From an optimization exercise on the open Yosys and OpenROAD flow, aimed at small area, a short achievable clock period and few clock cycles per item; shortcuts taken in it are not production practice.
RTL that was checked went through simulation tests only; none was proved equivalent to the original.
No driver is modelled on the clock port, so clock power and skew are understated where the tree is cut down; a real chip needs a root buffer or a tree.
No activity file was given, so power comes from the tool's default toggle rates.

## LBP
module LBP (
	input  clk,
	input  reset,
	output reg [13:0] gray_addr,
	output reg        gray_req,
	input             gray_ready,
	input      [7:0]  gray_data,
	output reg        lbp_valid,
	output reg [13:0] lbp_addr,
	output reg [7:0]  lbp_data,
	output reg        finish
);
	localparam H = 8;            
	wire [6:0] row = gray_addr[13:7];
	wire [6:0] col = gray_addr[6:0];
	reg  [2:0] s;                
	reg        endc;             
	reg        ends;             
	reg        last;             
	wire [6:0] row_step = {{4{endc}}, {2{ends}}, 1'b1};
	always @(posedge clk) begin
		if (reset) begin
			gray_req  <= 1'b0;
			lbp_valid <= 1'b0;
			finish    <= 1'b0;
		end else begin
			gray_req  <= gray_ready & ~finish & ~(gray_req & last);
			lbp_valid <= gray_req & (s >= 3'd2) & (col >= 7'd2);
			if (gray_req & last) finish <= 1'b1;
		end
	end
	always @(posedge clk) begin
		if (gray_req) begin
			{gray_addr[6:0], s} <= {col, s} + 10'd1;
			gray_addr[13:7] <= row + row_step;
		end else begin
			{gray_addr, s} <= 17'd0;
		end
	end
	always @(posedge clk) begin
		endc <= (s == 3'd6);
		ends <= (s == 3'd6) & (col == 7'd127);
		last <= (s == 3'd6) & (col == 7'd127) & (row == 7'd126);
	end
	reg [7:0] d [0:H];
	integer i;
	always @(posedge clk) begin
  ...
Size in the first run: ~360 cells after synthesis, about 50 I/O pins, roughly 0.0044 mm2 of cells after synthesis.
Settings: LEC_CHECK=0, CAP_MARGIN=20, CORE_MARGIN=2, CORE_UTILIZATION=60, SETUP_SLACK_MARGIN=2.0, SLEW_MARGIN=20; clock period 4.0 ns.
standard.sh (not shown) runs the stock make flow with config.mk's settings and CLKGATE_MAP_FILE= SYNTH_SCRIPT=/design/flow/synth_recipe.tcl, a recipe that flattens the netlist after the stock synthesis.
==> flow/flow/run.sh <==
#!/bin/bash
# Standard layout with custom clock tree synthesis arguments.
set -euo pipefail
bash standard.sh finish "CTS_ARGS=-sink_clustering_enable -repair_clock_nets -root_buf sky130_fd_sc_hd__clkbuf_16 -buf_list sky130_fd_sc_hd__clkbuf_8 -sink_clustering_size 30 -sink_clustering_levels 1 -dont_use_dummy_load" > standard_flow.log 2>&1
The baseline produced a clean layout.
Testbench counts at the start, summed over its fixed seeds: cycles 344,080, images 16.
Next try:
==> flow/flow/run.sh (replaced) <==
#!/bin/bash
# Standard layout, with custom clock tree synthesis arguments and port
# buffer cell.
set -euo pipefail
bash standard.sh finish "CTS_ARGS=-sink_clustering_enable -repair_clock_nets -root_buf sky130_fd_sc_hd__clkbuf_16 -buf_list sky130_fd_sc_hd__clkbuf_8 -sink_clustering_size 30 -sink_clustering_levels 1 -dont_use_dummy_load" "BUFFER_PORTS_ARGS=-buffer_cell sky130_fd_sc_hd__buf_1" > standard_flow.log 2>&1
Settings changed: CORE_UTILIZATION 60 to 75, SETUP_SLACK_MARGIN 2.0 to 2.35.
Outcome: The changed run passed the timing, design-rule and antenna checks; via count increases by 14%; final area decreases by 1.6%; setup slack improves by 0.29 ns; wire length increases by 53%; critical path depth increases by 3; core utilization increases by 19 points; area after synthesis does not change; worst hold slack improves by 0.0041 ns; power increases by 1.1%.
Next try:
Settings changed: CORE_UTILIZATION 75 to 60.
The new run went through all stages and came out clean.
Routed wire length falls by about 34%.
Via count decreases by about 12%.
Final area does not change.
Next try:
==> flow/flow/run.sh (replaced) <==
#!/bin/bash
# Standard layout, with custom clock tree synthesis arguments and port
# buffer cell.
set -euo pipefail
bash standard.sh finish "CTS_ARGS=-sink_clustering_enable -repair_clock_nets -root_buf sky130_fd_sc_hd__clkbuf_16 -buf_list sky130_fd_sc_hd__clkbuf_8 -sink_clustering_size 30 -sink_clustering_levels 1 -dont_use_dummy_load" "BUFFER_PORTS_ARGS=-buffer_cell sky130_fd_sc_hd__buf_2" > standard_flow.log 2>&1
Effect: Area after synthesis stays the same. Maximum frequency barely changes. Routed wire length hardly moves.

========
LBP, a different RTL version from the one above (not shown whole).
Size: ~140 flip-flops, about 50 I/O pins, about 4500 µm² of cells after synthesis.
make LEC_CHECK=0 CAP_MARGIN=20 CORE_MARGIN=2 CORE_UTILIZATION=40 SETUP_SLACK_MARGIN=2.5 SLEW_MARGIN=20 finish   # period 4.0 ns
run.sh (not shown) runs the stock make flow with config.mk's settings and CLKGATE_MAP_FILE= SYNTH_SCRIPT=/design/flow/synth_recipe.tcl, a recipe that flattens the netlist after the stock synthesis.
Stock flow here: none of the scripts above is used.
Next try:
--- a/flow/config.mk
+++ b/flow/config.mk
@@ -9,4 +9,4 @@
 export CORE_MARGIN = 2
 export CORE_UTILIZATION = 40
-export SETUP_SLACK_MARGIN = 2.5
+export SETUP_SLACK_MARGIN = 2.2
 export SLEW_MARGIN = 20
Outcome: The new run passed the timing, design-rule and antenna checks. Sequential share of layout area came out higher by 1.5 points. Synthesized cell count does not change. Design area went down by 3.8%.
No functional check of the RTL was part of any run of this note.

========
## run 1
LBP, a different RTL version from the one above (not shown whole).
Size: ~140 flip-flops, about 50 I/O pins, ~4400 um2 of cells after synthesis.
Settings: LEC_CHECK=0, ABC_AREA=1, CAP_MARGIN=20, CORE_MARGIN=2, CORE_UTILIZATION=60, SETUP_SLACK_MARGIN=2.55, SLEW_MARGIN=20; clock period 4.0 ns.
standard.sh (not shown) runs the stock make flow with config.mk's settings and CLKGATE_MAP_FILE= SYNTH_SCRIPT=/design/flow/synth_recipe.tcl, a recipe that flattens the netlist after the stock synthesis.
==> flow/flow/run.sh <==
#!/bin/bash
# The standard layout, with plain buf_1 port buffers and a two-level
# inverter clock tree: after CTS, flow/mytree2.tcl replaces the tree with
# N1 first-level inverters fed from the clock port and N2 second-level
# inverters, each driving one cluster of flip-flops. Timing repair then
# runs after global routing as usual.
set -euo pipefail
HERE=$(pwd)
bash standard.sh finish \
  "BUFFER_PORTS_ARGS=-buffer_cell sky130_fd_sc_hd__buf_1" \
  "SKIP_CTS_REPAIR_TIMING=1" \
  "POST_CTS_TCL=$HERE/flow/mytree2.tcl" \
  "MYTREE_N1=4" "MYTREE_N2=8"  > standard_flow.log 2>&1
Other scripts of this flow, unchanged in this note and not shown: flow/flow/mytree2.tcl
Run 1 completed; timing, DRC and antenna clean
Testbench counts of run 1, summed over its fixed seeds: cycles 344,080, images 16.
Here is what was changed in the inputs of run 2 compared with run 1.
# run 1
export LEC_CHECK = 0
export ABC_AREA = 1
export CAP_MARGIN = 20
export CORE_MARGIN = 2
export CORE_UTILIZATION = 60
export SETUP_SLACK_MARGIN = 2.55
export SLEW_MARGIN = 20
create_clock -name core_clock -period 4.0 [get_ports {clk}]
# run 2
export LEC_CHECK = 0
export ABC_AREA = 1
export CAP_MARGIN = 20
export CORE_MARGIN = 2
export CORE_UTILIZATION = 60
export SETUP_SLACK_MARGIN = 2.5
export SLEW_MARGIN = 20
create_clock -name core_clock -period 4.0 [get_ports {clk}]
Results
Run 1 and run 2 all finish clean.
The higher highest fanout seen on the critical path came out of run 2.
Run 2 vs. run 1: post-route standard cell area excluding fillers decreased 2.8%, achievable clock frequency increased 0.52%, total global routing track utilization decreased 0.91 points, well-tap cell count essentially unchanged.
> inputs changed (run 2 -> run 3)
# run 2
export LEC_CHECK = 0
export ABC_AREA = 1
export CAP_MARGIN = 20
export CORE_MARGIN = 2
export CORE_UTILIZATION = 60
export SETUP_SLACK_MARGIN = 2.5
export SLEW_MARGIN = 20
create_clock -name core_clock -period 4.0 [get_ports {clk}]
# run 3
export LEC_CHECK = 0
export ABC_AREA = 1
export CAP_MARGIN = 20
export CORE_MARGIN = 2
export CORE_UTILIZATION = 70
export SETUP_SLACK_MARGIN = 2.5
export SLEW_MARGIN = 20
create_clock -name core_clock -period 4.0 [get_ports {clk}]
[summary]
Flip-flop and latch count: run 2 vs run 3 — no meaningful difference
In run 3, the global-route usage came out 7.0 points above the value in run 2.
Changes observed in run 3 relative to run 2: first-pass GRT wire length now sits higher, minimum hold slack held steady.
Summary of run 3 over run 2: number of cells in the design after placement shows a reduction of 4.0%; area added between synthesis and finish went down; delay of the slowest critical-path stage held steady; total detailed-routing wirelength rose 25%.
Setup changes, run 3 to run 4
# run 3
export LEC_CHECK = 0
export ABC_AREA = 1
export CAP_MARGIN = 20
export CORE_MARGIN = 2
export CORE_UTILIZATION = 70
export SETUP_SLACK_MARGIN = 2.5
export SLEW_MARGIN = 20
create_clock -name core_clock -period 4.0 [get_ports {clk}]
# run 4
export LEC_CHECK = 0
export ABC_AREA = 1
export CAP_MARGIN = 20
export CORE_MARGIN = 2
export CORE_UTILIZATION = 60
export SETUP_SLACK_MARGIN = 2.45
export SLEW_MARGIN = 20
create_clock -name core_clock -period 4.0 [get_ports {clk}]
### Flow results
On fraction of area in registers, run 4 and run 3 are basically level.
Wire length the detailed router placed on met1 (run 4 / run 3): 0.917
Comparing run 4 against run 3, there is no change at all in largest fanout on the critical path.
No run of this note takes its clock network from TritonCTS; it comes from the design's own scripts or RTL.

========
The RTL this note starts from:
==> flow/design.v <==
`timescale 1ns/10ps
module LBP (
	input  clk,
	input  reset,
	output reg [13:0] gray_addr,
	output reg        gray_req,
	input             gray_ready,
	input      [7:0]  gray_data,
	output reg        lbp_valid,
	output reg [13:0] lbp_addr,
	output reg [7:0]  lbp_data,
	output reg        finish
);
	localparam H = 8;            
	wire [6:0] row = gray_addr[13:7];
	wire [6:0] col = gray_addr[6:0];
	reg  [2:0] s;                
	reg        endc;             
	reg        ends;             
	reg        last;             
	wire [6:0] row_step = {{4{endc}}, {2{ends}}, 1'b1};
	always @(posedge clk) begin
		if (reset) begin
			gray_req  <= 1'b0;
			lbp_valid <= 1'b0;
			finish    <= 1'b0;
		end else begin
			gray_req  <= gray_ready & ~finish & ~(gray_req & last);
			lbp_valid <= gray_req & (s >= 3'd2) & (col >= 7'd2);
			if (gray_req & last) finish <= 1'b1;
		end
	end
	always @(posedge clk) begin
		if (gray_req) begin
			{gray_addr[6:0], s} <= {col, s} + 10'd1;
			gray_addr[13:7] <= row + row_step;
		end else begin
			{gray_addr, s} <= 17'd0;
		end
	end
	always @(posedge clk) begin
		endc <= (s == 3'd6);
		ends <= (s == 3'd6) & (col == 7'd127);
		last <= (s == 3'd6) & (col == 7'd127) & (row == 7'd126);
	end
	reg [7:0] d [0:H];
	integer i;
	always @(posedge clk) begin
		d[0] <= gray_data;
		for (i = 1; i <= H; i = i + 1) d[i] <= d[i-1];
	end
	function [1:0] tcmp;
		input [7:0] a, b;
		reg [7:0] g, e;
		reg [3:0] g2, e2;
		reg [1:0] g4, e4;
		integer k;
		begin
			g = a & ~b; e = ~(a ^ b);
			for (k = 0; k < 4; k = k + 1) begin
				g2[k] = g[2*k+1] | (e[2*k+1] & g[2*k]);
				e2[k] = e[2*k+1] & e[2*k];
			end
			for (k = 0; k < 2; k = k + 1) begin
				g4[k] = g2[2*k+1] | (e2[2*k+1] & g2[2*k]);
				e4[k] = e2[2*k+1] & e2[2*k];
			end
			tcmp = {g4[1] | (e4[1] & g4[0]), e4[1] & e4[0]};
		end
	endfunction
	wire [7:0] c = d[H];
	wire [1:0] r_dg = tcmp(gray_data, c), r_hz = tcmp(d[0], c);
	wire [1:0] r_ad = tcmp(d[1], c),      r_vt = tcmp(d[H-1], c);
	wire ge_dg = r_dg[1] | r_dg[0],  le_dg = ~r_dg[1];
	wire ge_hz = r_hz[1] | r_hz[0],  le_hz = ~r_hz[1];
	wire ge_ad = r_ad[1] | r_ad[0],  le_ad = ~r_ad[1];
	wire ge_vt = r_vt[1] | r_vt[0],  le_vt = ~r_vt[1];
	reg [H:0]   q_dg;    
	reg [H-1:0] q_hz;
	reg [H-2:0] q_ad;
	reg         q_vt;
	always @(posedge clk) begin
		q_dg <= {q_dg[H-1:0], le_dg};
		q_hz <= {q_hz[H-2:0], le_hz};
		q_ad <= {q_ad[H-3:0], le_ad};
		q_vt <= le_vt;
	end
	always @(posedge clk) begin
		lbp_addr <= {row - 7'd1, col - 7'd1};
		lbp_data <= {ge_dg, ge_vt, q_ad[H-2], ge_hz, q_hz[H-1], ge_ad, q_vt, q_dg[H]};
	end
endmodule
export LEC_CHECK = 0
export CAP_MARGIN = 20
export CORE_MARGIN = 2
export CORE_UTILIZATION = 60
export SETUP_SLACK_MARGIN = 2.45
export SLEW_MARGIN = 20
export TNS_END_PERCENT = 20
create_clock -name core_clock -period 4.0 [get_ports {clk}]
Scripts as last shown in full above: flow/flow/run.sh
Other scripts of this flow, unchanged in this note and not shown: flow/flow/mytree2.tcl
The first run finished clean.
Testbench counts at the start, summed over its fixed seeds: cycles 344,080, images 16.
Edit:
Settings changed: TNS_END_PERCENT 20 to not set.
Result: The changed run finished with timing, DRC and antenna clean. Cell area increases by 0.45%. Synthesized cell count stays the same. Routed wire length went down by 3.1%.
Edit:
Settings changed: CORE_UTILIZATION 60 to 50.
Effect:
- The new run finished clean
- final cell count rose by about 1.7%
- power hardly moves
- flip-flop and latch count stays the same
- via count goes down by about 1.6%
- hold slack is better by 0.0036 ns
- routed wire length fell by about 4.4%
- synthesized cell count stays the same
- design area hardly moves
- setup slack gets worse by 0.016 ns
In every run of this note, the design's own scripts or RTL, not TritonCTS, make the clock network.

-- afterwards: timing with drivers on the ports --
No port has a modelled driver above. Below, the same layouts with a new extraction and two added sets of constraints.
Step 1 sets driving cells, clkbuf_16 on the clock port and buf_2 on the other inputs (assumed; they add their load-dependent delay and slew).
Step 2 moves the port delays by t, midway between the first and last clock arrival at a register: inputs arrive t later, outputs are due t later. That takes back most of the time a late clock gives input paths.
Three values: ideal, step 1, step 2; two values: the first two.
| run | t, ns | setup WS [ns] | pins driven straight from the clock port |
|---|---|---|---|
| the first run of note 1 | 0.377 | 2.065 / 2.031 / 1.746 | 1 |
| the second run of note 1 | 0.385 | 2.352 / 2.328 / 2.120 | 1 |
| the third run of note 1 | 0.372 | 2.383 / 2.347 / 2.079 | 1 |
| the fourth run of note 1 | 0.385 | 2.380 / 2.346 / 2.100 | 1 |
| the first run of note 2 | 0.443 | 2.327 / 2.285 / 2.107 | 1 |
| the second run of note 2 | 0.442 | 2.229 / 2.192 / 1.819 | 1 |
| run 1 | 0.248 | 2.524 / 2.381 / 2.425 | 4 |
| run 2 | 0.247 | 2.532 / 2.391 / 2.447 | 4 |
| run 3 | 0.256 | 2.488 / 2.352 / 2.407 | 4 |
| run 4 | 0.252 | 2.476 / 2.333 / 2.404 | 4 |
| the first run of note 4 | 0.253 | 2.393 / 2.258 / 2.265 | 4 |
| the second run of note 4 | 0.247 | 2.422 / 2.290 / 2.291 | 4 |
| the third run of note 4 | 0.251 | 2.406 / 2.285 / 2.270 | 4 |
After both steps every run listed still meets setup and hold. The setup slack of the second run of note 2, which loses most, moves by -0.037 ns with the drivers and by -0.410 ns with both steps.
